This design comes from an exercise in tuning for small area, a short achievable clock period and few clock cycles per item on the open sky130 flow, not from production work.
In this exercise RTL edits were held to simulation tests only and were not proved equivalent to the original.

$ cat flow/design.v
`timescale 1 ns / 100 ps
module D_REG(iRSTn,
             iCLK,
             iEN,
             iCLR,
             iDATA,
             oDATA);
    parameter WL = 8;
    input	iRSTn;
    input	iCLK;
    input	iEN;
    input	iCLR;
    input	[WL-1:0] iDATA;
    output	[WL-1:0] oDATA;
    reg 	[WL-1:0] oDATA;
    always @(posedge iCLK or negedge iRSTn)
    begin
        if (~iRSTn)
        begin
            oDATA <= 0;
        end
        else if (iCLR)
        begin
            oDATA <= 0;
        end
            else if (iEN)
            begin
            oDATA	 <= iDATA;
            end
        else
        begin
            oDATA	 <= oDATA;
        end
    end
endmodule
`timescale 1 ns / 100 ps
module COUNTER_VER3	(iCLK,
                     iRSTn,
                     iEN,
                     iCLR,
                     oCNT);
parameter WL  = 8;
parameter IV  = 0;  
parameter LSB = 2;
parameter ECV = 13;  
input	       		iCLK;
input	       		iRSTn;
input	     		iCLR;
input	       		iEN;
output	[WL-1:0]	oCNT;
reg		[WL-1:0]	oCNT;
always @(negedge iRSTn or posedge iCLK)
begin
    if (~iRSTn)
    begin
        oCNT <= IV ;
    end
    else if (iCLR)
    begin
        oCNT <= IV ;
    end
        else if (iEN)
        begin
        if (oCNT[WL-1:LSB] == ECV)
        begin
            oCNT <= IV;
        end
        else
        begin
            oCNT <= oCNT+1;
        end
        end
    else
    begin
        oCNT <= oCNT;
    end
end
endmodule
`timescale 1 ns / 100 ps
module BF(iDATA1,
          iDATA2,
          oDATA_add,
          oDATA_sub);
    parameter IL = 16;
    parameter OL = IL+1;
    input	[IL-1:0] 	iDATA1;
    input	[IL-1:0] 	iDATA2;
    output	[OL-1:0] 	oDATA_add;
    output	[OL-1:0] 	oDATA_sub;
    assign oDATA_add = {iDATA1[IL-1],iDATA1} + {iDATA2[IL-1],iDATA2};
    assign oDATA_sub = {iDATA1[IL-1],iDATA1} - {iDATA2[IL-1],iDATA2};
endmodule
`timescale 1 ns / 100 ps
module CLIP(iDATA,
            oDATA);
    parameter IL = 10;  
    parameter OL = 8;  
    input  [IL-1:0] iDATA;  
    output [OL-1:0] oDATA;  
    wire   [OL-1:0] oDATA;
    assign oDATA = (iDATA[IL-1]) ?
    ((((&iDATA[IL-2:OL-1]) == 0)|((|iDATA[OL-2:0]) == 0)) ?
    ({iDATA[IL-1],{(OL-2){1'b0}},{1'b1}}) :
    ({iDATA[IL-1],iDATA[OL-2:0]})) :  
    ((|(iDATA[IL-2:OL-1])) ?
    ({iDATA[IL-1],{(OL-1){1'b1}}}) : ({iDATA[IL-1],iDATA[OL-2:0]}));
endmodule
`timescale 1 ns / 100 ps
module ROUND_2B(iDATA,
                oDATA);
    parameter IL = 10;
    parameter OL = 7;
    parameter RL = IL - OL;
    input [IL-1:0] iDATA;
    output [OL-1:0] oDATA;
    wire [1:0] sel = iDATA[RL-1:RL-2];
    assign oDATA = (iDATA[IL-1] == 0) ?
    (&iDATA[IL-2:RL-1]) ?
    (iDATA[IL-1:RL]) :
    (iDATA[IL-1:RL]+iDATA[RL-1]) :
    (sel == 2'b00 || sel == 2'b01) ?
    (iDATA[IL-1:RL]) :
    (sel == 2'b10) ?
    (iDATA[IL-1:RL]+|(iDATA[RL-2:0])) : (iDATA[IL-1:RL]+1'b1);
endmodule
`timescale 1 ns / 100 ps
module CPX_MULT(iCLK,
                iRSTn,
                iEN,
                iCLR,
                iDATA_re_1,
                iDATA_im_1,
                iDATA_re_2,
                iDATA_im_2,
                oDATA_re,
                oDATA_im);
    parameter IL1 = 9;
    parameter IL2 = 10;
    parameter OL  = IL1+IL2;
    input 				iCLK;
    input				iRSTn;
    input				iEN;
    input				iCLR;
    input	[IL1-1:0]	iDATA_re_1;
    input	[IL1-1:0]	iDATA_im_1;
    input	[IL2-1:0]	iDATA_re_2;
    input	[IL2-1:0]	iDATA_im_2;
    output	[OL-1:0]	oDATA_re, oDATA_im;
    wire	[OL-2:0]	comp_re_1, comp_im_1;
    wire	[OL-2:0]	comp_re_2, comp_im_2;
    wire	[OL-1:0]	oDATA_re_tmp;
    wire	[OL-1:0]	oDATA_im_tmp;
    wire	[OL-2:0]	D_ff_re1, D_ff_im1,D_ff_re2, D_ff_im2;
    wire	[OL-2:0] 	iDATA1_re_ext  = {{(IL2-1){iDATA_re_1[IL1-1]}}, iDATA_re_1};
    wire 	[OL-2:0] 	iDATA2_re_ext = {{(IL1-1){iDATA_re_2[IL2-1]}}, iDATA_re_2};
    wire	[OL-2:0] 	iDATA1_im_ext  = {{(IL2-1){iDATA_im_1[IL1-1]}}, iDATA_im_1};
    wire	[OL-2:0] 	iDATA2_im_ext  = {{(IL1-1){iDATA_im_2[IL2-1]}}, iDATA_im_2};
    assign	comp_re_1 = iDATA1_re_ext*iDATA2_re_ext;
    assign	comp_re_2 = iDATA1_im_ext*iDATA2_im_ext;
    assign	comp_im_1 = iDATA1_re_ext*iDATA2_im_ext;
    assign	comp_im_2 = iDATA2_re_ext*iDATA1_im_ext;
    assign	oDATA_re_tmp = {{comp_re_1[OL-2],comp_re_1}}-{{comp_re_2[OL-2],comp_re_2}};
    assign	oDATA_im_tmp = {{comp_im_1[OL-2],comp_im_1}}+{{comp_im_2[OL-2],comp_im_2}};
    D_REG#(
    .WL(OL)
    )D_FF_oDATA_RE(
    .iCLK(iCLK),
    .iRSTn(iRSTn),
    .iEN(iEN),
    .iCLR(iCLR),
    .iDATA(oDATA_re_tmp),
    .oDATA(oDATA_re)
    );
    D_REG#(
    .WL(OL)
    )D_FF_oDATA_IM(
    .iCLK(iCLK),
    .iRSTn(iRSTn),
    .iEN(iEN),
    .iCLR(iCLR),
    .iDATA(oDATA_im_tmp),
    .oDATA(oDATA_im)
    );
endmodule
`timescale 1 ns / 100 ps
module TW_ROM(twiddle_addr,
              oDATA_RE,
              oDATA_IM);
    parameter WL = 10;
    parameter WN = 3;
    parameter paraP0000 = 10'b0000000000;  
    parameter paraP3827 = 10'b0011000100;  
    parameter paraN3827 = 10'b1100111100;  
    parameter paraP7071 = 10'b0101101010;  
    parameter paraN7071 = 10'b1010010110;  
    parameter paraP9239 = 10'b0111011001;  
    parameter paraN9239 = 10'b1000100110;  
    parameter paraP1000 = 10'b0111111111;  
    parameter paraN1000 = 10'b1000000001;  
    input		[WN-1:0]		twiddle_addr;
    output		[WL-1:0] 		oDATA_RE;
    output  	[WL-1:0] 		oDATA_IM;
    reg			[WL-1:0]		oDATA_RE;
    reg			[WL-1:0]		oDATA_IM;
    always @(*)
    begin
        case(twiddle_addr)	 
            'd00:
            begin
                oDATA_RE = paraP1000;
                oDATA_IM = paraP0000;
            end
            'd01:
            begin
                oDATA_RE = paraP9239;
                oDATA_IM = paraN3827;
            end
            'd02:
            begin
                oDATA_RE = paraP7071;
                oDATA_IM = paraN7071;
            end
            'd03:
            begin
                oDATA_RE = paraP3827;
                oDATA_IM = paraN9239;
            end
            'd04:
            begin
                oDATA_RE = paraP0000;
                oDATA_IM = paraN1000;
            end
            'd05:
            begin
                oDATA_RE = paraN3827;
                oDATA_IM = paraN9239;
            end
            'd06:
            begin
                oDATA_RE = paraN7071;
                oDATA_IM = paraN7071;
            end
            'd07:
            begin
                oDATA_RE = paraN9239;
                oDATA_IM = paraN3827;
            end
            default:
            begin
                oDATA_RE = 10'b0100000000;
                oDATA_IM = 10'b0000000000;
            end
        endcase
    end
endmodule
`timescale 1 ns / 100 ps
module SINGLE_BF(iRSTn,
                 iCLK,
                 iCLR,
                 iEN,
                 STATE,
                 iDATA,
                 oEN,
                 oDATA);
    parameter	STATE0	 = 3'b000;
    parameter	STATE1	 = 3'b001;
    parameter	STATE2	 = 3'b010;
    parameter	STATE3	 = 3'b011;
    parameter	STATE4	 = 3'b100;
    parameter	CNT	 = 	16;
    parameter	IL 	 = 	16;
    parameter	OL 	 = 	16;
    parameter	TW	  = 	10;
    input 					iRSTn;
    input 					iCLK;
    input 					iCLR;
    input					iEN;
    input	[2:0]			STATE;
    input	[2*IL-1:0]		iDATA;
    output 					oEN;
    output	[2*OL-1:0]		oDATA;
    wire	[IL-1:0]		iDATA_RE = iDATA[2*IL-1:IL];
    wire	[IL-1:0]		iDATA_IM = iDATA[IL-1:0];
    wire	[IL-1:0]		iDATA_RE_D;
    wire	[IL-1:0]		iDATA_IM_D;
    wire	[IL	 :0]		oDATA_RE_HIGH;
    wire	[IL	 :0]		oDATA_RE_LOW;
    wire	[IL	 :0]		oDATA_IM_HIGH;
    wire	[IL	 :0]		oDATA_IM_LOW;
    wire	[OL-1:0]		oDATA_RE_HIGH_C;
    wire	[OL-1:0]		oDATA_IM_HIGH_C;
    wire	[2*OL-1:0]		oDATA_HIGH;
    wire					Cnt_EN;
    wire	[3:0]			oCNT;
    wire	[2:0]			TW_ADDR;
    wire	[TW-1:0]		Tw_RE;
    wire	[TW-1:0]		Tw_IM;
    wire	[IL+TW:0]		oDATA_RE_LOW_TW;
    wire	[IL+TW:0]		oDATA_IM_LOW_TW;
    wire	[OL+1:0]		oDATA_RE_LOW_R;
    wire	[OL+1:0]		oDATA_IM_LOW_R;
    wire	[OL-1:0]		oDATA_RE_LOW_C;
    wire	[OL-1:0]		oDATA_IM_LOW_C;
    wire	[2*OL-1:0]		oDATA_LOW;
    wire	[2*OL-1:0]		oDATA_TMP;
    wire                    iEN_1D;
    wire                    iEN_2D;
    D_REG#(
    .WL(IL)
    )D_REG_BF1_RE(
    .iRSTn(iRSTn),
    .iCLK(iCLK),
    .iEN(iEN||oEN),
    .iCLR(iCLR),
    .iDATA(iDATA_RE),
    .oDATA(iDATA_RE_D)
    );
    D_REG#(
    .WL(IL)
    )D_REG_BF2_IM(
    .iRSTn(iRSTn),
    .iCLK(iCLK),
    .iEN(iEN||oEN),
    .iCLR(iCLR),
    .iDATA(iDATA_IM),
    .oDATA(iDATA_IM_D)
    );
    BF#(
    .IL(IL),
    .OL(IL+1)
    )BF_RE(
    .iDATA1(iDATA_RE_D),		 
    .iDATA2(iDATA_RE),
    .oDATA_add(oDATA_RE_HIGH),		 
    .oDATA_sub(oDATA_RE_LOW)
    );
    BF#(
    .IL(IL),
    .OL(IL+1)
    )BF_IM(
    .iDATA1	(iDATA_IM_D),
    .iDATA2	(iDATA_IM),
    .oDATA_add(oDATA_IM_HIGH),
    .oDATA_sub(oDATA_IM_LOW)
    );
    CLIP#(
    .IL(IL+1),
    .OL(OL)
    )CLIP_HIGH_RE(
    .iDATA(oDATA_RE_HIGH),
    .oDATA(oDATA_RE_HIGH_C)
    );
    CLIP#(
    .IL(IL+1),
    .OL(OL)
    )CLIP_HIGH_IM(
    .iDATA(oDATA_IM_HIGH),
    .oDATA(oDATA_IM_HIGH_C)
    );
    assign	oDATA_HIGH = {oDATA_RE_HIGH_C,oDATA_IM_HIGH_C};
    D_REG#(
    .WL(1'b1)
    )U_D_REG_EN_DELAY(
    .iRSTn(iRSTn),
    .iCLK(iCLK),
    .iEN(1'b1),
    .iCLR(iCLR),
    .iDATA(iEN),
    .oDATA(Cnt_EN)
    );
    COUNTER_VER3#(
    .WL(4),
    .IV(0),
    .LSB(0),
    .ECV(CNT-1)
    )U_COUNTER_V3_WC(
    .iCLK(iCLK),
    .iRSTn(iRSTn),
    .iEN(Cnt_EN),
    .iCLR(iCLR),
    .oCNT(oCNT)
    );
    assign TW_ADDR = (STATE == STATE1) ? {oCNT[3:1]} :
    (STATE == STATE2) ? {oCNT[2:1],1'b0} :
    (STATE == STATE3) ? {oCNT[3],2'b00} :
    (STATE == STATE4) ? {3'b000} : 0;
    TW_ROM U_TW_ROM(		 
    .twiddle_addr(TW_ADDR),
    .oDATA_RE(Tw_RE),
    .oDATA_IM(Tw_IM)
    );
    CPX_MULT#(
    .IL1(IL+1),
    .IL2(10)
    )CPX_MULT_LOW(
    .iCLK(iCLK),
    .iRSTn(iRSTn),
    .iEN(iEN||oEN),
    .iCLR(iCLR),
    .iDATA_re_1(oDATA_RE_LOW),
    .iDATA_im_1(oDATA_IM_LOW),
    .iDATA_re_2(Tw_RE),
    .iDATA_im_2(Tw_IM),
    .oDATA_re(oDATA_RE_LOW_TW),
    .oDATA_im(oDATA_IM_LOW_TW)
    );
    ROUND_2B#(
    .IL(IL+11),
    .OL(IL+2)
    )ROUND_2B_LOW_RE(
    .iDATA(oDATA_RE_LOW_TW),
    .oDATA(oDATA_RE_LOW_R)
    );
    ROUND_2B#(
    .IL(IL+11),
    .OL(IL+2)
    )ROUND_2B_LOW_IM(
    .iDATA(oDATA_IM_LOW_TW),
    .oDATA(oDATA_IM_LOW_R)
    );
    CLIP#(
    .IL(IL+2),
    .OL(OL)
    )CLIP_LOW_RE(
    .iDATA(oDATA_RE_LOW_R),
    .oDATA(oDATA_RE_LOW_C)
    );
    CLIP#(
    .IL(IL+2),
    .OL(OL)
    )CLIP_LOW_IM(
    .iDATA(oDATA_IM_LOW_R),
    .oDATA(oDATA_IM_LOW_C)
    );
    assign oDATA_LOW = {oDATA_RE_LOW_C,oDATA_IM_LOW_C};
    assign	oDATA_TMP = (oCNT[0] == 1) ?
    (oDATA_HIGH) :
    (oCNT[0] == 0) ?
    (oDATA_LOW) : (16'b0);
    D_REG#(
    .WL(1)
    )D_REG_iEN_1D(
    .iRSTn(iRSTn),
    .iCLK(iCLK),
    .iEN(1'b1),
    .iCLR(iCLR),
    .iDATA(iEN),
    .oDATA(iEN_1D)
    );
    D_REG#(
    .WL(1)
    )D_REG_iEN_2D(
    .iRSTn(iRSTn),
    .iCLK(iCLK),
    .iEN(1'b1),
    .iCLR(iCLR),
    .iDATA(iEN_1D),
    .oDATA(iEN_2D)
    );
    D_REG#(
    .WL(1)
    )D_REG_iEN_3D(
    .iRSTn(iRSTn),
    .iCLK(iCLK),
    .iEN(1'b1),
    .iCLR(iCLR),
    .iDATA(iEN_2D),
    .oDATA(oEN)
    );
    D_REG#(
    .WL(2*IL)
    )D_REG_BF_OUT(
    .iRSTn(iRSTn),
    .iCLK(iCLK),
    .iEN(iEN||oEN),
    .iCLR(iCLR),
    .iDATA(oDATA_TMP),
    .oDATA(oDATA)
    );
endmodule
`timescale 1 ns / 100 ps
module MEM_R_CTRL(iRSTn,
                  iCLK,
                  iStart_INT,
                  iCLR,
                  oEN_RC,
                  oEN,
                  RADDR,
                  STATE);
    parameter	STATE0	 = 3'b000;
    parameter	STATE1	 = 3'b001;
    parameter	STATE2	 = 3'b010;
    parameter	STATE3	 = 3'b011;
    parameter	STATE4	 = 3'b100;
    parameter	STATE5	 = 3'b101;
    parameter	CNT		   = 20;
    input 				iRSTn;
    input 				iCLK;
    input 				iStart_INT;
    input 				iCLR;
    output 				oEN_RC;
    output 				oEN;
    output	[6:0]		RADDR;
    output	[2:0]		STATE;
    reg		[2:0]		current_state;
    wire	[2:0]		next_state;
    wire				Cnt_EN;
    wire	[4:0]		oCNT;
    wire				oEN_FINAL;
    always @(posedge iCLK or negedge iRSTn)
    begin
        if (~iRSTn)
        begin
            current_state <= STATE0;
        end
        else if (iCLR)
        begin
            current_state <= STATE0;
        end
        else
        begin
            current_state <= next_state;
        end
    end
    assign next_state = (current_state == STATE0) ? ((iStart_INT == 1) ? STATE1 : STATE0) :
    (current_state == STATE1) ? ((oCNT == CNT-1) ?	STATE2 : STATE1) :
    (current_state == STATE2) ? ((oCNT == CNT-1) ? STATE3 : STATE2) :
    (current_state == STATE3) ? ((oCNT == CNT-1) ? STATE4 : STATE3) :
    (current_state == STATE4) ? ((oCNT == CNT-1) ? STATE5 : STATE4) :
    (current_state == STATE5) ? ((oCNT == CNT-1) ? STATE0 : STATE5) : STATE0;
    assign Cnt_EN = (current_state == STATE0) ? 1'b0 : 1'b1 ;
    COUNTER_VER3#(
    .WL(5),
    .IV(0),
    .LSB(0),
    .ECV(CNT-1)
    )U_COUNTER_V3_WC(
    .iCLK(iCLK),
    .iRSTn(iRSTn),
    .iEN(Cnt_EN),
    .iCLR(iCLR),
    .oCNT(oCNT)
    );
    assign	oEN_RC = (current_state == STATE1) ? ((oCNT < 5'd16) ? {1'b1} : 0) :
    (current_state == STATE2) ? ((oCNT < 5'd16) ? {1'b1} : 0) :
    (current_state == STATE3) ? ((oCNT < 5'd16) ? {1'b1} : 0) :
    (current_state == STATE4) ? ((oCNT < 5'd16) ? {1'b1} : 0) :
    (current_state == STATE5) ? ((oCNT < 5'd16) ? {1'b1} : 0) : 0;
    assign	RADDR = (current_state == STATE1) ? {3'b000,{oCNT[0]},{oCNT[3]},{oCNT[2]},{oCNT[1]}} :
    (current_state == STATE2) ? {3'b001,{oCNT[3]},{oCNT[0]},{oCNT[2]},{oCNT[1]}} :
    (current_state == STATE3) ? {3'b010,{oCNT[2]},{oCNT[1]},{oCNT[0]},{oCNT[3]}} :
    (current_state == STATE4) ? {3'b011,{oCNT[3:0]}} :
    (current_state == STATE5) ? {3'b100,{oCNT[3:0]}} :	0;
    assign	oEN_FINAL = 	(current_state == STATE5)	? ((oCNT < 5'd16) ? 1'b1 : 0) : 0;
    assign	STATE = current_state;
    D_REG#(
    .WL(1)
    )D_REG_oEN(
    .iRSTn(iRSTn),
    .iCLK(iCLK),
    .iCLR(iCLR),
    .iEN(1'b1),
    .iDATA(oEN_FINAL),
    .oDATA(oEN)
    );
endmodule
`timescale 1 ns / 100 ps
module MEM_W_CTRL(iRSTn,
                  iCLK,
                  iStart_W,
                  iCLR,
                  oEN_WC,
                  WADDR);
    parameter	STATE0		 = 3'b000;
    parameter	STATE1		 = 3'b001;
    parameter	STATE2		 = 3'b010;
    parameter	STATE3		 = 3'b011;
    parameter	STATE4		 = 3'b100;
    parameter	CNT			   = 20;
    input 				iRSTn;
    input 				iCLK;
    input 				iStart_W;
    input 				iCLR;
    output 				oEN_WC;
    output	[6:0]		WADDR;
    reg		[2:0]		current_state;
    wire				Cnt_EN;
    wire	[2:0]		next_state;
    wire	[4:0]		oCNT;
    always @(posedge iCLK or negedge iRSTn)
    begin
        if (~iRSTn)
        begin
            current_state <= STATE0;
        end
        else if (iCLR)
        begin
            current_state <= STATE0;
        end
        else
        begin
            current_state <= next_state;
        end
    end
    assign next_state = (current_state == STATE0) ? ((iStart_W == 1) ? STATE1 : STATE0) :
    (current_state == STATE1) ? ((oCNT == CNT-1) ? STATE2 : STATE1) :
    (current_state == STATE2) ? ((oCNT == CNT-1) ? STATE3 : STATE2) :
    (current_state == STATE3) ? ((oCNT == CNT-1) ? STATE4 : STATE3) :
    (current_state == STATE4) ? ((oCNT == CNT-1) ? STATE0 : STATE4) : STATE0;
    assign Cnt_EN = (current_state == STATE0) ? 1'b0 : 1'b1;
    COUNTER_VER3#(
    .WL(5),
    .IV(0),
    .LSB(0),
    .ECV(CNT-1)
    )U_COUNTER_V3_WC(
    .iCLK(iCLK),
    .iRSTn(iRSTn),
    .iEN(Cnt_EN),
    .iCLR(iCLR),
    .oCNT(oCNT)
    );
    assign	oEN_WC = (current_state == STATE1) ? ((oCNT < 5'd16) ? {1'b1} : 0) :
    (current_state == STATE2) ? ((oCNT < 5'd16) ? {1'b1} : 0) :
    (current_state == STATE3) ? ((oCNT < 5'd16) ? {1'b1} : 0) :
    (current_state == STATE4) ? ((oCNT < 5'd16) ? {1'b1} : 0) : 0;
    assign	WADDR = (current_state == STATE1) ? {3'b001,{oCNT[0]},{oCNT[3]},{oCNT[2]},{oCNT[1]}} :
    (current_state == STATE2) ? {3'b010,{oCNT[3]},{oCNT[0]},{oCNT[2]},{oCNT[1]}} :
    (current_state == STATE3) ? {3'b011,{oCNT[2]},{oCNT[1]},{oCNT[0]},{oCNT[3]}} :
    (current_state == STATE4) ? {3'b100,{oCNT[3:0]}} : 0;
endmodule
`timescale 1 ns / 100 ps
module MEMORY(clka,
              ena,
              wea,
              addra,
              dina,
              clkb,
              enb,
              addrb,
              doutb);
    input           clka;
    input           ena;
    input           wea;
    input   [6:0]   addra;
    input   [31:0]  dina;
    input           clkb;
    input           enb;
    input   [6:0]   addrb;
    output  [31:0]  doutb;
    reg     [31:0]  doutb;
    reg     [31:0]  mem [0:79];
    always @(posedge clka)
    begin
        if (ena && wea)
            mem[addra] <= dina;
    end
    always @(posedge clkb)
    begin
        if (enb)
            doutb <= mem[addrb];
    end
endmodule
`timescale 1 ns / 100 ps
module FFT_Top(iRSTn,
               iCLK,
               iStart_INT,
               iCLR,
               iWR_EN,
               iWR_ADDR,
               iWR_DATA,
               oREADY,
               oEN,
               oDATA_re,
               oDATA_im);
    input               iRSTn;
    input               iCLK;
    input               iStart_INT;
    input               iCLR;
    input               iWR_EN;
    input   [3:0]       iWR_ADDR;
    input   [31:0]      iWR_DATA;
    output              oREADY;
    output              oEN;
    output  [15:0]      oDATA_re;
    output  [15:0]      oDATA_im;
    reg                 fresh;       
    reg     [3:0]       nf;          
    reg     [3:0]       fi;          
    reg     [15:0]      asg;         
    reg     [63:0]      wmap;        
    reg     [63:0]      rmap;        
    wire    [3:0]       ws;
    reg                 ir_we, ir_st;
    reg     [3:0]       ir_a;
    reg     [31:0]      ir_d;
    always @(posedge iCLK or negedge iRSTn)
    begin
        if (~iRSTn) begin
            ir_we <= 1'b0;
            ir_st <= 1'b0;
        end
        else begin
            ir_we <= iWR_EN;
            ir_st <= iStart_INT & ~iCLR;
        end
    end
    reg                 ir_rew;
    reg     [3:0]       ir_wm;
    wire                byp   = ir_we && (ir_a == iWR_ADDR);
    always @(posedge iCLK)
    begin
        ir_a   <= iWR_ADDR;
        ir_d   <= iWR_DATA;
        ir_rew <= ~iCLR & ~ir_st & (asg[iWR_ADDR] | byp);
        ir_wm  <= byp ? ws : wmap[iWR_ADDR*4 +: 4];
    end
    wire    [3:0]       wm_a  = ir_wm;
    wire                rew   = ir_rew;
    wire    [3:0]       rm_f  = fresh ? fi : rmap[fi*4 +: 4];
    assign              ws    = rew ? wm_a : nf;    
    wire    [3:0]       wm0_n = (ir_we && ir_a == 4'd0) ? ws : wmap[3:0];
    reg     [63:0]      wmap_n;
    integer             q;
    always @(*)
    begin
        wmap_n = wmap;
        if (ir_we) wmap_n[ir_a*4 +: 4] = ws;
    end
    always @(posedge iCLK or negedge iRSTn)
    begin
        if (~iRSTn) begin
            fresh <= 1'b1;
            nf    <= 4'd0;
            fi    <= 4'd1;
            asg   <= 16'd0;
        end
        else if (iCLR) begin
            fresh <= 1'b1;
            nf    <= 4'd0;
            fi    <= 4'd1;
            asg   <= 16'd0;
        end
        else if (ir_st) begin
            fresh <= 1'b0;
            nf    <= wm0_n;
            fi    <= 4'd1;
            asg   <= 16'd0;
        end
        else if (ir_we) begin
            asg[ir_a] <= 1'b1;
            if (~rew) begin
                nf <= rm_f;
                fi <= fi + 4'd1;
            end
        end
    end
    always @(posedge iCLK)
    begin
        wmap <= wmap_n;
        if (ir_st) rmap <= wmap_n;
    end
    reg     [511:0]     mem;
    genvar              g;
    generate
        for (g = 0; g < 16; g = g + 1) begin : G_MEM
            always @(posedge iCLK)
                if (ir_we && ws == g) mem[g*32 +: 32] <= ir_d;
        end
    endgenerate
    reg                 rd_act;
    reg     [3:0]       rd_t;
    always @(posedge iCLK or negedge iRSTn)
    begin
        if (~iRSTn) begin
            rd_act <= 1'b0;
            rd_t   <= 4'd0;
        end
        else if (iCLR) begin
            rd_act <= 1'b0;
            rd_t   <= 4'd0;
        end
        else if (ir_st) begin
            rd_act <= 1'b1;
            rd_t   <= 4'd0;
        end
        else if (rd_act) begin
            rd_t   <= rd_t + 4'd1;
            if (rd_t == 4'd15) rd_act <= 1'b0;
        end
    end
    reg                 rdy;
    always @(posedge iCLK or negedge iRSTn)
    begin
        if (~iRSTn) rdy <= 1'b1;
        else        rdy <= ~(ir_st & rd_act & (rd_t != 4'd15));
    end
    assign oREADY = rdy;
    wire    [3:0]       rd_t1 = rd_t + 4'd1;
    wire    [3:0]       rs_n  = ir_st ? wm0_n : rmap[rd_t1*4 +: 4];
    reg     [15:0]      rsh;         
    always @(posedge iCLK)
        rsh <= 16'd1 << rs_n;
    reg     [31:0]      rdat;
    integer             m;
    always @(*)
    begin
        rdat = 32'd0;
        for (m = 0; m < 16; m = m + 1)
            rdat = rdat | (mem[m*32 +: 32] & {32{rsh[m]}});
    end
    reg     [31:0]      fd;
    reg                 fv;
    reg     [3:0]       fidx;
    always @(posedge iCLK)
    begin
        fd   <= rdat;
        fidx <= rd_t;
    end
    always @(posedge iCLK or negedge iRSTn)
    begin
        if (~iRSTn)     fv <= 1'b0;
        else if (iCLR)  fv <= 1'b0;
        else            fv <= rd_act;
    end
    wire    [31:0]      y1, y2, y3, y4;
    wire                v1, v2, v3, v4;
    wire    [3:0]       i1, i2, i3, i4;
    SDF_S1 U_S1(.clk(iCLK), .rstn(iRSTn), .clr(iCLR), .x(fd), .xv(fv), .xi(fidx), .y(y1), .yv(v1), .yi(i1));
    SDF_S2 U_S2(.clk(iCLK), .rstn(iRSTn), .clr(iCLR), .x(y1), .xv(v1), .xi(i1), .y(y2), .yv(v2), .yi(i2));
    SDF_S3 U_S3(.clk(iCLK), .rstn(iRSTn), .clr(iCLR), .x(y2), .xv(v2), .xi(i2), .y(y3), .yv(v3), .yi(i3));
    SDF_S4 U_S4(.clk(iCLK), .rstn(iRSTn), .clr(iCLR), .x(y3), .xv(v3), .xi(i3), .y(y4), .yv(v4), .yi(i4));
    assign oEN      = v4;
    assign oDATA_re = y4[31:16];
    assign oDATA_im = y4[15:0];
endmodule
module TAGD(clk, rstn, clr, iv, ii, ov, oi);
    parameter N = 1;
    input               clk, rstn, clr;
    input               iv;
    input   [3:0]       ii;
    output  [N-1:0]     ov;          
    output  [4*N-1:0]   oi;
    reg     [N-1:0]     v;
    reg     [4*N-1:0]   t;
    always @(posedge clk or negedge rstn)
    begin
        if (~rstn)      v <= {N{1'b0}};
        else if (clr)   v <= {N{1'b0}};
        else if (N > 1) v <= {v[N-2:0], iv};
        else            v <= iv;
    end
    always @(posedge clk)
    begin
        if (N > 1) t <= {t[4*N-5:0], ii};
        else       t <= ii;
    end
    assign ov = v;
    assign oi = t;
endmodule
module SAT17(s, y);
    input   [16:0]  s;
    output  [15:0]  y;
    assign y = (s[16] != s[15]) ? (s[16] ? 16'h8001 : 16'h7fff) :
               (s[15:0] == 16'h8000) ? 16'h8001 : s[15:0];
endmodule
module SAT18(s, y);
    input   [17:0]  s;
    output  [15:0]  y;
    wire            ov = s[17] ? ~(&s[16:15]) : (|s[16:15]);
    assign y = ov ? (s[17] ? 16'h8001 : 16'h7fff) :
               (s[15:0] == 16'h8000) ? 16'h8001 : s[15:0];
endmodule
module ADDKS(a, b, ci, s, co);
    parameter N = 17;
    input   [N-1:0] a, b;
    input           ci;
    output  [N-1:0] s;
    output          co;
    reg     [N:0]   G, P, Gn, Pn;
    integer         l, i;
    always @(*)
    begin
        G = {a & b, ci};
        P = {a ^ b, 1'b0};
        for (l = 1; l < N + 1; l = l * 2) begin
            Gn = G;
            Pn = P;
            for (i = l; i < N + 1; i = i + 1) begin
                Gn[i] = G[i] | (P[i] & G[i - l]);
                Pn[i] = P[i] & P[i - l];
            end
            G = Gn;
            P = Pn;
        end
    end
    assign s  = (a ^ b) ^ G[N-1:0];
    assign co = G[N];
endmodule
module ADDBK(a, b, ci, s, co);
    parameter N = 17;
    input   [N-1:0] a, b;
    input           ci;
    output  [N-1:0] s;
    output          co;
    function integer toppow;
        input integer n;
        integer t;
        begin
            t = 1;
            while (t * 2 < n) t = t * 2;
            toppow = t;
        end
    endfunction
    localparam TOP = toppow(N + 1);
    reg     [N:0]   G, P;
    integer         l, i;
    always @(*)
    begin
        G = {a & b, ci};
        P = {a ^ b, 1'b0};
        for (l = 1; l <= TOP; l = l * 2)
            for (i = 2 * l - 1; i < N + 1; i = i + 2 * l) begin
                G[i] = G[i] | (P[i] & G[i - l]);
                P[i] = P[i] & P[i - l];
            end
        for (l = TOP / 2; l >= 1; l = l / 2)
            for (i = 3 * l - 1; i < N + 1; i = i + 2 * l) begin
                G[i] = G[i] | (P[i] & G[i - l]);
                P[i] = P[i] & P[i - l];
            end
    end
    assign s  = (a ^ b) ^ G[N-1:0];
    assign co = G[N];
endmodule
module R511(d, r);
    input   [16:0]  d;
    output  [17:0]  r;
    wire            c = d[8] & (d[16] | (|d[7:0]));
    wire            co;
    ADDKS #(.N(18)) U_A(.a({d[16], d}), .b({{10{~d[16]}}, ~d[16:9]}), .ci(~c), .s(r), .co(co));
endmodule
module BFTOP(a, b, y);
    input   [31:0]  a, b;
    output  [31:0]  y;
    wire    [16:0]  sr, si;
    wire            cr, ci;
    ADDKS #(.N(17)) U_AR(.a({a[31], a[31:16]}), .b({b[31], b[31:16]}), .ci(1'b0), .s(sr), .co(cr));
    ADDKS #(.N(17)) U_AI(.a({a[15], a[15:0]}),  .b({b[15], b[15:0]}),  .ci(1'b0), .s(si), .co(ci));
    SAT17 U_R(.s(sr), .y(y[31:16]));
    SAT17 U_I(.s(si), .y(y[15:0]));
endmodule
module BFSUB(a, b, rot, dr, di);
    input   [31:0]  a, b;
    input           rot;
    output  [16:0]  dr, di;
    wire    [15:0]  ar = a[31:16], ai = a[15:0], br = b[31:16], bi = b[15:0];
    wire    [15:0]  p1 = rot ? ai : ar;
    wire    [15:0]  q1 = rot ? bi : br;
    wire    [15:0]  p2 = rot ? br : ai;
    wire    [15:0]  q2 = rot ? ar : bi;
    wire            cr, ci;
    ADDKS #(.N(17)) U_AR(.a({p1[15], p1}), .b(~{q1[15], q1}), .ci(1'b1), .s(dr), .co(cr));
    ADDKS #(.N(17)) U_AI(.a({p2[15], p2}), .b(~{q2[15], q2}), .ci(1'b1), .s(di), .co(ci));
endmodule
module CSA27(a, b, c, s, y);
    input   [26:0]  a, b, c;
    output  [26:0]  s, y;
    wire    [26:0]  m = (a & b) | (a & c) | (b & c);
    assign s = a ^ b ^ c;
    assign y = {m[25:0], 1'b0};
endmodule
module SDF_S1(clk, rstn, clr, x, xv, xi, y, yv, yi);
    input               clk, rstn, clr;
    input   [31:0]      x;
    input               xv;
    input   [3:0]       xi;
    output  [31:0]      y;
    output              yv;
    output  [3:0]       yi;
    localparam D = 8;
    wire    [8:0]       tv;
    wire    [35:0]      ti;
    TAGD #(.N(9)) U_TAG(.clk(clk), .rstn(rstn), .clr(clr), .iv(xv), .ii(xi), .ov(tv), .oi(ti));
    wire                osel = ti[4*7+3];
    assign yv = tv[8];
    assign yi = ti[35:32];
    reg     [255:0]     sr;          
    wire    [31:0]      a = sr[255:224];
    wire                bf = xv & xi[3];
    wire    [31:0]      top;
    BFTOP U_TOP(.a(a), .b(x), .y(top));
    wire    [16:0]      dr, di;
    BFSUB U_SUB(.a(a), .b(x), .rot(xi[2]), .dr(dr), .di(di));
    reg     [16:0]      d1r, d1i;
    reg     [1:0]       k1;
    reg                 s1;
    reg     [3:0]       bp;
    always @(posedge clk)
    begin
        d1r <= dr;
        d1i <= di;
        k1  <= xi[1:0];
        s1  <= xi[0] & (xi[2] | xi[1]);      
        bp  <= {bp[2:0], bf};
    end
    wire    [17:0]      e1r = {d1r[16], d1r};
    wire    [17:0]      e1i = {d1i[16], d1i};
    wire    [17:0]      sx, sy;
    wire                cx, cy;
    ADDKS #(.N(18)) U_PX(.a(e1r), .b(e1i),  .ci(1'b0), .s(sx), .co(cx));
    ADDKS #(.N(18)) U_PY(.a(e1i), .b(~e1r), .ci(1'b1), .s(sy), .co(cy));
    wire    [17:0]      xx = (k1 == 2'd2) ? sx : e1r;
    wire    [17:0]      yy = (k1 == 2'd2) ? sy : e1i;
    reg     [18:0]      w2r, w2i;
    reg     [17:0]      v2r, v2i;
    reg                 eA2, eB2, gBr, gDr, gFr, gGr, gAi, gBi, gCi, gDi, gEi, gFi, gGi, s2;
    wire                k1_0 = (k1 == 2'd0), k1_1 = (k1 == 2'd1), k1_2 = (k1 == 2'd2), k1_3 = (k1 == 2'd3);
    always @(posedge clk)
    begin
        w2r <= k1_3 ? {yy[17], yy} : k1_2 ? {xx, 1'b0} : {xx[17], xx};
        v2r <= k1[1] ? xx : yy;
        w2i <= k1_3 ? {xx[17], xx} : k1_2 ? {yy, 1'b0} : {yy[17], yy};
        v2i <= k1[1] ? yy : xx;
        eA2 <= ~k1_2;
        eB2 <= ~k1_0;
        s2  <= s1;
        gBr <= k1[0];
        gDr <= ~k1[0];
        gFr <= k1[0];
        gGr <= ~k1[0];
        gAi <= k1_3;
        gBi <= k1[0] ^ k1_3;
        gCi <= ~k1_3;
        gDi <= ~k1[0] ^ k1_3;
        gEi <= k1_1;
        gFi <= k1[0] ^ k1_1;
        gGi <= ~k1[0] ^ k1_1;
    end
    reg     [1:0]       k2;
    always @(posedge clk)
        k2 <= k1;
    wire    [26:0]      ar_, br_, ai_, bi_;
    S1ROWS #(.PI(0)) U_RR(.w(w2r), .v(v2r), .k(k2), .s(s2), .eA(eA2), .eB(eB2),
                .gA(1'b0), .gB(gBr), .gC(1'b1), .gD(gDr), .gE(1'b0), .gF(gFr), .gG(gGr),
                .ps(ar_), .pc(br_));
    S1ROWS #(.PI(1)) U_RI(.w(w2i), .v(v2i), .k(k2), .s(s2), .eA(eA2), .eB(eB2),
                .gA(gAi), .gB(gBi), .gC(gCi), .gD(gDi), .gE(gEi), .gF(gFi), .gG(gGi),
                .ps(ai_), .pc(bi_));
    reg     [26:0]      c3rs, c3rc, c3is, c3ic;
    always @(posedge clk)
    begin
        c3rs <= ar_;
        c3rc <= br_;
        c3is <= ai_;
        c3ic <= bi_;
    end
    wire    [26:0]      qr, qi;
    wire                cqr, cqi;
    ADDKS #(.N(27)) U_QR(.a(c3rs), .b(c3rc), .ci(1'b0), .s(qr), .co(cqr));
    ADDKS #(.N(27)) U_QI(.a(c3is), .b(c3ic), .ci(1'b0), .s(qi), .co(cqi));
    reg     [17:0]      q4r, q4i;
    reg                 f4r, f4i;
    always @(posedge clk)
    begin
        q4r <= qr[26:9];
        q4i <= qi[26:9];
        f4r <= (&qr[8:0]) & ~qr[26];
        f4i <= (&qi[8:0]) & ~qi[26];
    end
    wire    [17:0]      rr, ri;
    wire                crr, cri;
    ADDKS #(.N(18)) U_FR(.a(q4r), .b(18'd0), .ci(f4r), .s(rr), .co(crr));
    ADDKS #(.N(18)) U_FI(.a(q4i), .b(18'd0), .ci(f4i), .s(ri), .co(cri));
    wire    [31:0]      bot;
    SAT18 U_CR(.s(rr), .y(bot[31:16]));
    SAT18 U_CI(.s(ri), .y(bot[15:0]));
    always @(posedge clk)
    begin
        sr[31:0]    <= x;
        sr[127:32]  <= sr[95:0];
        sr[159:128] <= bp[3] ? bot : sr[127:96];
        sr[255:160] <= sr[223:128];
    end
    reg     [31:0]      yr;
    always @(posedge clk)
        yr <= osel ? a : top;
    assign y = yr;
endmodule
module S1ROWS(w, v, k, s, eA, eB, gA, gB, gC, gD, gE, gF, gG, ps, pc);
    parameter PI = 0;
    input   [18:0]  w;
    input   [17:0]  v;
    input   [1:0]   k;
    input           s;               
    input           eA, eB;          
    input           gA, gB, gC, gD, gE, gF, gG;      
    output  [26:0]  ps, pc;
    wire    [18:0]  tA = w ^ {19{gA}}, tB = w ^ {19{gB}}, tC = w ^ {19{gC}}, tD = w ^ {19{gD}};
    wire    [17:0]  tE = v ^ {18{gE}}, tF = v ^ {18{gF}}, tG = v ^ {18{gG}};
    wire    [18:0]  uA = eA ? {~tA[18], tA[17:0]} : 19'd0;
    wire    [18:0]  uB = eB ? {~tB[18], tB[17:0]} : 19'd0;
    wire    [18:0]  uC = eB ? {~tC[18], tC[17:0]} : 19'd0;
    wire    [18:0]  uD = {~tD[18], tD[17:0]};
    wire    [17:0]  uE = eB ? {~tE[17], tE[16:0]} : 18'd0;
    wire    [17:0]  uF = eB ? {~tF[17], tF[16:0]} : 18'd0;
    wire    [17:0]  uG = eB ? {~tG[17], tG[16:0]} : 18'd0;
    wire    [26:0]  rA = {uA[17:0], 9'd0};
    wire    [26:0]  rB = {3'd0, uB, 5'd0};
    wire    [26:0]  rC = {5'd0, uC, 3'd0};
    wire    [26:0]  rD = s ? {7'd0, uD, 1'b0} : {8'd0, uD};
    wire    [26:0]  rE = {1'd0, uE, 8'd0};
    wire    [26:0]  rF = {3'd0, uF, 6'd0};
    wire    [26:0]  rG = {7'd0, uG, 2'd0};
    reg     [26:0]  rK;
    reg             fA, fB, fC, fD, fE, fF, fG, xA, xB, xE;
    always @(*)
    begin
        xA = (k != 2'd2);
        xB = (k != 2'd0);
        fA = PI ? (k == 2'd3) : 1'b0;
        fB = k[0] ^ (PI ? (k == 2'd3) : 1'b0);
        fC = PI ? (k != 2'd3) : 1'b1;
        fD = ~k[0] ^ (PI ? (k == 2'd3) : 1'b0);
        fE = PI ? (k == 2'd1) : 1'b0;
        fF = k[0] ^ (PI ? (k == 2'd1) : 1'b0);
        fG = ~k[0] ^ (PI ? (k == 2'd1) : 1'b0);
        rK = 27'd255;
        if (xA) rK = rK + (fA ? 27'd512 : 27'd0);                          
        if (xB) rK = rK + (fB ? 27'd32  : 27'd0) - 27'd8388608;            
        if (xB) rK = rK + (fC ? 27'd8   : 27'd0) - 27'd2097152;            
        if (s)  rK = rK + (fD ? 27'd2   : 27'd0) - 27'd524288;             
        else    rK = rK + (fD ? 27'd1   : 27'd0) - 27'd262144;             
        if (xB) rK = rK + (fE ? 27'd256 : 27'd0) - 27'd33554432;           
        if (xB) rK = rK + (fF ? 27'd64  : 27'd0) - 27'd8388608;            
        if (xB) rK = rK + (fG ? 27'd4   : 27'd0) - 27'd524288;             
    end
    wire    [26:0]  s1, c1, s2, c2, s3, c3, s4, c4, s5, c5, s6, c6;
    CSA27 U1(.a(rA), .b(rB), .c(rC), .s(s1), .y(c1));
    CSA27 U2(.a(rD), .b(rE), .c(rF), .s(s2), .y(c2));
    CSA27 U3(.a(s1), .b(c1), .c(s2), .s(s3), .y(c3));
    CSA27 U4(.a(c2), .b(rG), .c(rK), .s(s4), .y(c4));
    CSA27 U5(.a(s3), .b(c3), .c(s4), .s(s5), .y(c5));
    CSA27 U6(.a(s5), .b(c5), .c(c4), .s(s6), .y(c6));
    assign ps = s6;
    assign pc = c6;
endmodule
module SDF_S2(clk, rstn, clr, x, xv, xi, y, yv, yi);
    input               clk, rstn, clr;
    input   [31:0]      x;
    input               xv;
    input   [3:0]       xi;
    output  [31:0]      y;
    output              yv;
    output  [3:0]       yi;
    wire    [4:0]       tv;
    wire    [19:0]      ti;
    TAGD #(.N(5)) U_TAG(.clk(clk), .rstn(rstn), .clr(clr), .iv(xv), .ii(xi), .ov(tv), .oi(ti));
    wire                osel = ti[4*3+2];
    assign yv = tv[4];
    assign yi = ti[19:16];
    reg     [127:0]     sr;
    wire    [31:0]      a = sr[127:96];
    wire                bf = xv & xi[2];
    wire    [31:0]      top;
    BFTOP U_TOP(.a(a), .b(x), .y(top));
    wire    [16:0]      dr, di;
    BFSUB U_SUB(.a(a), .b(x), .rot(xi[1]), .dr(dr), .di(di));
    reg     [16:0]      d1r, d1i;
    reg                 w1;
    reg     [2:0]       bp;
    always @(posedge clk)
    begin
        d1r <= dr;
        d1i <= di;
        w1  <= xi[0];
        bp  <= {bp[1:0], bf};
    end
    wire    [17:0]      e1r = {d1r[16], d1r};
    wire    [17:0]      e1i = {d1i[16], d1i};
    wire    [17:0]      sx, sy;
    wire                cx, cy;
    ADDKS #(.N(18)) U_PX(.a(e1r), .b(e1i),  .ci(1'b0), .s(sx), .co(cx));
    ADDKS #(.N(18)) U_PY(.a(e1i), .b(~e1r), .ci(1'b1), .s(sy), .co(cy));
    reg     [17:0]      x2, y2;
    reg                 w2;
    always @(posedge clk)
    begin
        x2 <= w1 ? sx : e1r;
        y2 <= w1 ? sy : e1i;
        w2 <= w1;
    end
    wire    [26:0]      pr_s, pr_c, pi_s, pi_c;
    S2ROWS U_RR(.z(x2), .w(w2), .ps(pr_s), .pc(pr_c));
    S2ROWS U_RI(.z(y2), .w(w2), .ps(pi_s), .pc(pi_c));
    wire    [8:0]       lr, li;
    wire                lcr, lci;
    ADDKS #(.N(9)) U_LR(.a(pr_s[8:0]), .b(pr_c[8:0]), .ci(1'b0), .s(lr), .co(lcr));
    ADDKS #(.N(9)) U_LI(.a(pi_s[8:0]), .b(pi_c[8:0]), .ci(1'b0), .s(li), .co(lci));
    reg     [17:0]      c3rs, c3rc, c3is, c3ic;
    reg                 c3rk, c3ik;
    always @(posedge clk)
    begin
        c3rs <= pr_s[26:9];
        c3rc <= pr_c[26:9];
        c3is <= pi_s[26:9];
        c3ic <= pi_c[26:9];
        c3rk <= lcr;
        c3ik <= lci;
    end
    wire    [17:0]      qr, qi;
    wire                cqr, cqi;
    ADDKS #(.N(18)) U_QR(.a(c3rs), .b(c3rc), .ci(c3rk), .s(qr), .co(cqr));
    ADDKS #(.N(18)) U_QI(.a(c3is), .b(c3ic), .ci(c3ik), .s(qi), .co(cqi));
    wire    [31:0]      bot;
    SAT18 U_CR(.s(qr), .y(bot[31:16]));
    SAT18 U_CI(.s(qi), .y(bot[15:0]));
    always @(posedge clk)
    begin
        sr[31:0]   <= x;
        sr[95:32]  <= sr[63:0];
        sr[127:96] <= bp[2] ? bot : sr[95:64];
    end
    reg     [31:0]      yr;
    always @(posedge clk)
        yr <= osel ? a : top;
    assign y = yr;
endmodule
module S2ROWS(z, w, ps, pc);
    input   [17:0]  z;
    input           w;
    output  [26:0]  ps, pc;
    wire    [17:0]  up = {~z[17], z[16:0]};      
    wire    [17:0]  un = {z[17], ~z[16:0]};      
    wire    [26:0]  r1 = {up, 9'd0};
    wire    [26:0]  r2 = w ? {2'd0, un, 7'd0} : {9'd0, un};
    wire    [26:0]  r3 = w ? {4'd0, un, 5'd0} : 27'd0;
    wire    [26:0]  r4 = w ? {6'd0, up, 3'd0} : 27'd0;
    wire    [26:0]  r5 = w ? {8'd0, up, 1'b0} : 27'd0;
    wire    [26:0]  kw = 27'd255 - 27'd67108864 + 27'd128 - 27'd16777216
                   + 27'd32 - 27'd4194304 - 27'd1048576 - 27'd262144;
    wire    [26:0]  kn = 27'd255 - 27'd67108864 + 27'd1 - 27'd131072;
    wire    [26:0]  rk = (w ? kw : kn) + {26'd0, ~z[17]};
    wire    [26:0]  s1, c1, s2, c2, s3, c3, s4, c4;
    CSA27 U1(.a(r1), .b(r2), .c(r3), .s(s1), .y(c1));
    CSA27 U2(.a(r4), .b(r5), .c(rk), .s(s2), .y(c2));
    CSA27 U3(.a(s1), .b(c1), .c(s2), .s(s3), .y(c3));
    CSA27 U4(.a(s3), .b(c3), .c(c2), .s(s4), .y(c4));
    assign ps = s4;
    assign pc = c4;
endmodule
module SDF_S3(clk, rstn, clr, x, xv, xi, y, yv, yi);
    input               clk, rstn, clr;
    input   [31:0]      x;
    input               xv;
    input   [3:0]       xi;
    output  [31:0]      y;
    output              yv;
    output  [3:0]       yi;
    wire    [2:0]       tv;
    wire    [11:0]      ti;
    TAGD #(.N(3)) U_TAG(.clk(clk), .rstn(rstn), .clr(clr), .iv(xv), .ii(xi), .ov(tv), .oi(ti));
    wire                osel = ti[4*1+1];
    assign yv = tv[2];
    assign yi = ti[11:8];
    reg     [63:0]      sr;
    wire    [31:0]      a = sr[63:32];
    wire    [31:0]      top;
    BFTOP U_TOP(.a(a), .b(x), .y(top));
    wire    [16:0]      dr, di;
    BFSUB U_SUB(.a(a), .b(x), .rot(xi[0]), .dr(dr), .di(di));
    reg     [16:0]      d1r, d1i;
    always @(posedge clk)
    begin
        d1r <= dr;
        d1i <= di;
    end
    wire    [17:0]      mr, mi;
    R511 U_MR(.d(d1r), .r(mr));
    R511 U_MI(.d(d1i), .r(mi));
    reg     [17:0]      m2r, m2i;
    always @(posedge clk)
    begin
        m2r <= mr;
        m2i <= mi;
    end
    wire    [31:0]      bot;
    SAT18 U_CR(.s(m2r), .y(bot[31:16]));
    SAT18 U_CI(.s(m2i), .y(bot[15:0]));
    always @(posedge clk)
        sr <= {sr[31:0], x};
    reg     [31:0]      yr;
    always @(posedge clk)
        yr <= osel ? bot : top;
    assign y = yr;
endmodule
module SDF_S4(clk, rstn, clr, x, xv, xi, y, yv, yi);
    input               clk, rstn, clr;
    input   [31:0]      x;
    input               xv;
    input   [3:0]       xi;
    output  [31:0]      y;
    output              yv;
    output  [3:0]       yi;
    wire    [1:0]       tv;
    wire    [7:0]       ti;
    TAGD #(.N(2)) U_TAG(.clk(clk), .rstn(rstn), .clr(clr), .iv(xv), .ii(xi), .ov(tv), .oi(ti));
    wire                osel = ti[4*0+0];
    assign yv = tv[1];
    assign yi = ti[7:4];
    reg     [31:0]      sr;
    wire    [31:0]      a = sr;
    wire    [31:0]      top;
    BFTOP U_TOP(.a(a), .b(x), .y(top));
    wire    [16:0]      dr, di;
    BFSUB U_SUB(.a(a), .b(x), .rot(1'b0), .dr(dr), .di(di));
    reg     [16:0]      d1r, d1i;
    always @(posedge clk)
    begin
        d1r <= dr;
        d1i <= di;
    end
    wire    [17:0]      mr, mi;
    R511 U_MR(.d(d1r), .r(mr));
    R511 U_MI(.d(d1i), .r(mi));
    wire    [31:0]      bot;
    SAT18 U_CR(.s(mr), .y(bot[31:16]));
    SAT18 U_CI(.s(mi), .y(bot[15:0]));
    always @(posedge clk)
        sr <= x;
    reg     [31:0]      yr;
    always @(posedge clk)
        yr <= osel ? bot : top;
    assign y = yr;
endmodule
$ cat flow/flow/run.sh
#!/bin/bash
set -euo pipefail
bash standard.sh SETUP_SLACK_MARGIN=6.5 TNS_END_PERCENT=100 finish > orfs_make.log 2>&1
$ cat flow/standard.sh
#!/bin/bash
# synth_recipe.tcl (not shown) runs the flow's synth.tcl, then flattens the netlist and writes it again
# the make line also repeats each setting of config.mk as NAME=value (left out here)
make -C /OpenROAD-flow-scripts/flow DESIGN_CONFIG=/design/flow/config.mk WORK_HOME=/design/flow/orfs CLKGATE_MAP_FILE= SYNTH_SCRIPT=/design/flow/synth_recipe.tcl "${@:-finish}"
$ cat flow/config.mk
export PLATFORM = sky130hd
export DESIGN_NAME = FFT_Top
export DESIGN_NICKNAME = FFT_Top
export VERILOG_FILES = /design/flow/design.v
export SDC_FILE = /design/flow/constraint.sdc
export NUM_CORES = 4
export LEC_CHECK = 0
export CAP_MARGIN = 20
export CORE_MARGIN = 2
export CORE_UTILIZATION = 40
export CTS_CLUSTER_DIAMETER = 140
export CTS_CLUSTER_SIZE = 20
export PLACE_DENSITY = 0.6
export SLEW_MARGIN = 20
$ cat flow/constraint.sdc
create_clock -name core_clock -period 10.0 [get_ports {iCLK}]
set_input_delay 2.0000 -clock core_clock [delete_from_list [all_inputs] [get_ports {iCLK}]]
set_output_delay 2.0000 -clock core_clock [all_outputs]
set_load 0.01 [all_outputs]
==> results of run 1 <==
registers in the layout, indices dropped and copies added (netlist names), 19 cells and up:
signal / count
rmap: 64
U_S3.yr: 32
U_S1.U_TAG.t: 33
U_S2.yr: 32
U_S1.yr: 32
U_S1.c3is: 27
U_S2.sr: 128
U_S1.c3ic: 25
U_S4.sr: 32
U_S1.w2r: 19
wmap: 64
U_S4.yr: 32
U_S1.w2i: 19
ir_d: 32
U_S1.c3rc: 25
fd: 32
U_S1.c3rs: 27
mem: 512
U_S3.sr: 64
U_S1.sr: 256
cell families after synthesis:
kind of cell / synth area share
AOI/OAI and AO/OA: 0.128
xor gates and xnor gates: 0.0586
adders and majority gates: 0.153
buffers and inverters: 0.0378
DFF: 0.477
muxes: 0.0432
other: 0.0000790
and+or+nand+nor: 0.102
routing by layer:
layer	vias to the layer above	track usage	routed length, µm
met4	2	0.0589	7960
li1	30500	-	-
met2	1598	0.331	116000
met1	31200	0.262	107000
met5	-	0	11
met3	389	0.0236	11700
worst max-delay path: cells and delay by family (launching register included):
family                     cells  cell delay [ps]
AOI/OAI and AO/OA              4              850
xor gates and xnor gates       1              150
adders and majority gates      1              410
buffers and inverters          2              230
DFF                            1              410
and+or+nand+nor                5             1340
final cells by class:
| class | instances | area share |
|---|---|---|
| Tap cell | 3150 | 0.0378 |
| Clock buffer | 157 | 0.0279 |
| Clock inverter | 10 | 0.00224 |
| Multi-Input combinational cell | 5756 | 0.453 |
| Sequential cell | 1964 | 0.436 |
| Antenna cell | 5 | 0.000120 |
| Inverter | 661 | 0.0238 |
| Timing Repair Buffer | 214 | 0.0198 |
final timing paths:
kind / from / end / slack, ps
worst max-delay path: U_S2.yr[17] / U_S3.yr[21] / 6490
worst min-delay path: U_S3.sr[14] / U_S3.sr[46] / 290
worst max register to register: U_S2.yr[17] / U_S3.yr[21] / 6490
worst min register to register: U_S3.sr[14] / U_S3.sr[46] / 290
max in group asynchronous: iRSTn / rd_t[2] / 8230
min in group asynchronous: iRSTn / asg[8] / 1300
placed cells by master (no fill, tap or decap), drive strengths merged, types with 36 or more instances in the layout:
master / n
nand4: 68
mux2: 110
xor2: 324
or3: 44
a21o: 84
buf: 137
a31oi: 65
clkdlybuf4s50: 38
mux2i: 156
nor2: 575
ha: 644
dfrtp: 50
o21ai: 351
o21bai: 68
dfxtp: 1335
o21a: 83
nand3: 120
o211ai: 54
fa: 321
nor3: 130
mux4: 58
o31ai: 36
a21oi: 464
a221oi: 152
nand2b: 98
nand2: 485
and3: 51
clkbuf: 161
edfxtp: 576
a22o: 135
xnor2: 312
inv: 663
and2: 176
a211oi: 58
nor2b: 129
repair_timing:
item / CTS / global route
buffers inserted: 23 / 44
resized for setup: 144 / 175
endpoints found under the setup margin: 273 / 234
pin swaps: 7 / 50
gates cloned: 3 / 6
==> impl_metrics.json, run 1 <==
{
  "drt_iter0_markers": 4452,
  "async_flop_share": 0.0270,
  "post-route-util": 0.443,
  "synth_most_common_cell": "dfxtp_1",
  "placed_cell_area_um2": 99300,
  "yosysWarnings": 15,
  "drv_cap": 0,
  "fp.dieH_um": 491,
  "syn_area_um2": 95000,
  "clk_latency_ps": 810,
  "synth_largest_area_cell": "dfxtp_1",
  "status": "finished clean",
  "cp_slowest_cell": "or4_1",
  "ctsHoldBuffers": 0,
  "start_kind": "flip-flop",
  "regArea_um2": 45500,
  "drc": 0,
  "cts.sinks": 1964,
  "num-nets-final": 9712,
  "ff2ff_path_depth": 13,
  "clk_pin_slew_ps": 90,
  "finalSetupTns_ps": 0,
  "area_delta_synth_final_pct": 9.82,
  "grtUsageTotal": 0.196,
  "hold_viol": 0,
  "post-route-min-period_ps": 3510,
  "slew-limit-headroom": 0.233,
  "start_util": 0.403,
  "htree_levels": 3,
  "die_width_um": 491,
  "drive_above_1_share": 0.0797,
  "synth.distinct_cells": 91,
  "final_cells": 11900,
  "placed_cells": 11700,
  "port_buffers": 74,
  "arrival_ps": 4150,
  "grt_overflow": 0,
  "cts_inserted_buffers": 109,
  "postLayoutSetupSlackWorst_ps": 6490,
  "whs_ps": 286,
  "die-area_um2": 241000,
  "grt_max_degree": 93,
  "gp_congestion": 0.898,
  "netlist_top_cells_count": "1,335 x dfxtp_1, 660 x inv_1, 644 x ha_1",
  "yosys-top-cells-area": "dfxtp_1 28%, edfxtp_1 18%, ha_1 8.5%",
  "grt_pass1_wl_mm": 373,
  "cts_root_buf": "clkbuf_16",
  "grt_pass1_vias": 64000,
  "min_path_type": "flip-flop to flip-flop",
  "syn_area_per_cell_um2": 11.0,
  "tritoncts": "built",
  "rsz0062_at_grt": "yes",
  "vias": 63600,
  "seq_area_frac_synth": 0.477,
  "path_class": "flip-flop to flip-flop",
  "multiInputGateArea_um2": 47200,
  "hpwl_mm": 170,
  "num-fill-cells": 22000,
  "post-place-ws_ps": 5360,
  "synth_edf_count": 576,
  "synth_cells": 8663,
  "antenna_found_initial": 5,
  "clock.fmax_ghz": 0.285,
  "fin_area_um2": 104000,
  "worst-path-max-fanout": 5,
  "max_stage_delay_ps": 500,
  "ctsLongestPathBuffers": 3,
  "hold_depth": 0,
  "antenna_left": 0,
  "wl_per_cell_um": 20.4,
  "slew_violations": 0,
  "worstPathRequired_ps": 10640,
  "synth-seq-cells": 1964,
  "via_per_inst": 5.34,
  "timing.final.crit_share": 0.351,
  "ios": 75,
  "critPathCaptureType": "flip-flop",
  "synth_ff_type": "dfxtp_1",
  "drt_pass1_iterations": 6,
  "cp_cell_sequence": "inv_1 -> fa_2 -> nor2b_2 -> o31a_1 -> o31a_1 -> o22ai_2 -> xnor2_1 -> or4_1 -> or4_1 -> o41a_1 -> buf_6 -> nor2_4 -> nor3_1",
  "drt-total-wl_mm": 243,
  "std_cell_rows": 178,
  "worst_pin_slew_ps": 1150,
  "core_um2": 236000,
  "setup_violations": 0,
  "finClkSkew_ps": 116,
  "yosysTopAreaCellShare": 0.281
}
Testbench counts, summed over its fixed seeds: cycles 3,360, items 192.
==> run 2: changes to the inputs <==
==> flow/flow/run.sh (replaced) <==
#!/bin/bash
set -euo pipefail
bash standard.sh SETUP_SLACK_MARGIN=6.6 TNS_END_PERCENT=100 finish > orfs_make.log 2>&1
==> run 2 against run 1 <==
Effect of this change:
- sequential cell count stayed put
- still clean
- sequential share of layout area is 0.34 points lower
- clock skew is 31 ps lower
- routed wire length is 1.9% higher
- register-to-register slack worse by 60 ps
- synthesized cell count stayed put
- design area is 0.82% higher
- die area stayed put
==> impl_metrics.json, run 2 <==
{
  "status": "finished clean",
  "grt_pass1_wl_mm": 377,
  "min_path_type": "flip-flop to flip-flop",
  "largest_register": "mem",
  "syn_area_per_cell_um2": 11.0,
  "post-route-util": 0.447,
  "std_cell_rows": 178,
  "ios": 75,
  "num-nets-final": 9751,
  "htree_levels": 3,
  "clock.fmax_ghz": 0.280,
  "num-fill-cells": 21900,
  "top_regs": "mem (512), U_S1.sr (256), U_S2.sr (128)",
  "port_buffers": 74,
  "yosysTopAreaCellShare": 0.281,
  "crit_buf_inv": 3,
  "grt_max_degree": 64,
  "synth_cells": 8663,
  "drt_iter0_markers": 4360,
  "synth_edf_count": 576,
  "final_cell_mix": "1,262 x dfxtp_1, 651 x inv_1, 628 x ha_1",
  "synth_ff_type": "dfxtp_1",
  "grtUsageTotal": 0.198,
  "start_util": 0.403,
  "slew_violations": 0,
  "drt_pass1_iterations": 6,
  "arrival_ps": 4240,
  "finClkSkew_ps": 85.1,
  "rsz0062_at_grt": "yes",
  "r2r_start": "U_S2.yr[16]",
  "r2r-end": "U_S3.yr[25]",
  "drc": 0,
  "drt-total-wl_mm": 248,
  "cp_cell_sequence": "ha_4 -> inv_2 -> fa_2 -> buf_4 -> buf_4 -> xnor2_1 -> nor4b_1 -> nand2_1 -> or4_1 -> or4_1 -> o41a_1 -> nor2_4 -> nor3_2",
  "hold_viol": 0,
  "timing.final.crit_share": 0.357,
  "max_stage_delay_ps": 480,
  "critPathCaptureType": "flip-flop",
  "drive_above_1_share": 0.0978,
  "largest_register_ff_count": 512,
  "gp_congestion": 0.899,
  "fp.dieH_um": 491,
  "worstPathRequired_ps": 10670,
  "finalSetupTns_ps": 0,
  "synth-seq-cells": 1964,
  "cp_top_family": "simple AND/OR/NAND/NOR gates",
  "start_kind": "flip-flop",
  "async_flop_share": 0.0270,
  "antenna_found_initial": 6,
  "hold_depth": 0,
  "tritoncts": "built",
  "clk_latency_ps": 810,
  "area_delta_synth_final_pct": 10.7,
  "syn_area_um2": 95000,
  "via_per_inst": 5.37,
  "synth_most_common_cell": "dfxtp_1",
  "final_common_cell": "dfxtp_1",
  "worst_pin_slew_ps": 1090,
  "grt_pass1_vias": 63800,
  "ctsLongestPathBuffers": 3,
  "setup_violations": 0,
  "wl_per_cell_um": 20.7,
  "die_width_um": 491,
  "yosysWarnings": 15,
  "netlist_top_cells_count": "1,335 x dfxtp_1, 660 x inv_1, 644 x ha_1",
  "slew-limit-headroom": 0.271,
  "cp-startpoint": "U_S2.yr[16]",
  "seq_area_frac_synth": 0.477,
  "clk_pin_slew_ps": 90,
  "rrSetupSlack_ps": 6430,
  "hpwl_mm": 171,
  "cts.sinks": 1964,
  "hold-path-endpoint": "U_S1.sr[252]",
  "vias": 64200,
  "core_um2": 236000,
  "holdCritStartpoint": "U_S1.sr[220]",
  "die-area_um2": 241000,
  "grt_overflow": 0,
  "post-route-min-period_ps": 3570,
  "path_class": "flip-flop to flip-flop",
  "synth_largest_area_cell": "dfxtp_1",
  "yosys-top-cells-area": "dfxtp_1 28%, edfxtp_1 18%, ha_1 8.5%",
  "cts_root_buf": "clkbuf_16",
  "antenna_left": 0,
  "worst-path-max-fanout": 5,
  "ff2ff_path_depth": 13,
  "cts_inserted_buffers": 109,
  "drv_cap": 0,
  "synth.distinct_cells": 91,
  "cp_slowest_cell": "or4_1"
}
## run 2: worst reg2reg max path, cell delays in order (launching register included)
cell and delay [ps]:
dfxtp_2 360, ha_4 150, inv_2 40, fa_2 390
buf_4 150, buf_4 120, xnor2_1 190, nor4b_1 280
nand2_1 80, or4_1 480, or4_1 400, o41a_1 430
nor2_4 300, nor3_2 80
## run 2: worst max-delay path by stage
| stage | end | slack (ps) | cells after the start |
|---|---|---|---|
| floorplan | ir_wm[2] | 6530 | 4 |
| global placement | ir_wm[2] | 5410 | 5 |
| CTS | U_S3.yr[16] | 6380 | 13 |
| detailed placement | ir_wm[1] | 5420 | 5 |
| finish | U_S3.yr[25] | 6430 | 13 |
| global route | U_S3.yr[25] | 6300 | 13 |
## run 2: cell families (layout without fill, tap and decap cells)
kind of cell / count (synthesis) / after routing / share of synthesized area
simple gates: 1996 / 1997 / 0.102
flops: 1964 / 1964 / 0.477
compound gates: 1814 / 1818 / 0.128
fa+ha+maj: 972 / 972 / 0.153
buf+inv: 955 / 1079 / 0.0378
xor+xnor: 636 / 636 / 0.0586
mux: 324 / 324 / 0.0432
other cells: 2 / 16 / 0.0000790
## run 2: metal layers
| layer | wire (µm) | part of all wire | vias to the layer above | track usage |
|---|---|---|---|---|
| met5 | 0 | 0 | - | 0 |
| met1 | 110000 | 0.44 | 31700 | 0.265 |
| met2 | 119000 | 0.48 | 1657 | 0.340 |
| li1 | - | - | 30600 | - |
| met3 | 11300 | 0.046 | 344 | 0.0210 |
| met4 | 7440 | 0.030 | 0 | 0.0550 |
## run 2: final cells by class
cell class	count	area (µm²)	area share
clock inverters	9	220	0.00209
inverters	661	2490	0.0237
repair buffers	249	2350	0.0224
diodes	4	10.0	0.0000951
repair inverters	1	5.00	0.0000476
well taps	3150	3940	0.0375
multi-input cells	5759	47800	0.454
clock buffers	159	2940	0.0279
flip-flops and latches	1964	45500	0.432
## run 2: through the flow
step	hold slack [ps]	setup slack [ps]	std cells	instance area, µm²
after floorplan	310	6530	8673	95200
after global placement	310	5410	11700	99300
after detailed placement	312	5420	11700	99300
after CTS	273	6380	11900	104000
after global routing	289	6300	12000	105000
final	272	6430	12000	105000
## run 2: repair_timing
item,4_1_cts,5_1_grt
gates resized for setup,305,226
endpoints found under the setup margin,593,301
hold buffers,0,0
pin swaps,28,85
gates cloned,7,7
setup buffers,36,69

-- what the ideal ports hide --
No port has a modelled driver above. Below, the same layouts with a new extraction and two added sets of constraints. Step 1 sets driving cells, clkbuf_16 on the clock port and buf_2 on the other inputs (assumed; they add their load-dependent delay and slew). Step 2 times the ports against the registers' clock, not the clock port: input delays grow and output delays shrink by t, the midpoint of the rising clock arrivals with the driver on. Slacks: ideal / step 1 / step 2; pairs: ideal / step 1.
run | t (ns) | setup slack, ns | worst setup path after step 2 | worst register clock-pin slew, ns | worst slew at a driven data input, ns
run 1 | 0.844 | 6.492 / 6.468 / 5.785 | input to register | 0.10 / 0.10 | 0.17
run 2 | 0.860 | 6.427 / 6.380 / 5.839 | input to register | 0.09 / 0.09 | 0.17
After both steps every run listed still meets setup and hold. The setup slack of run 1, which loses most, moves by -0.024 ns with the drivers and by -0.707 ns with both steps.
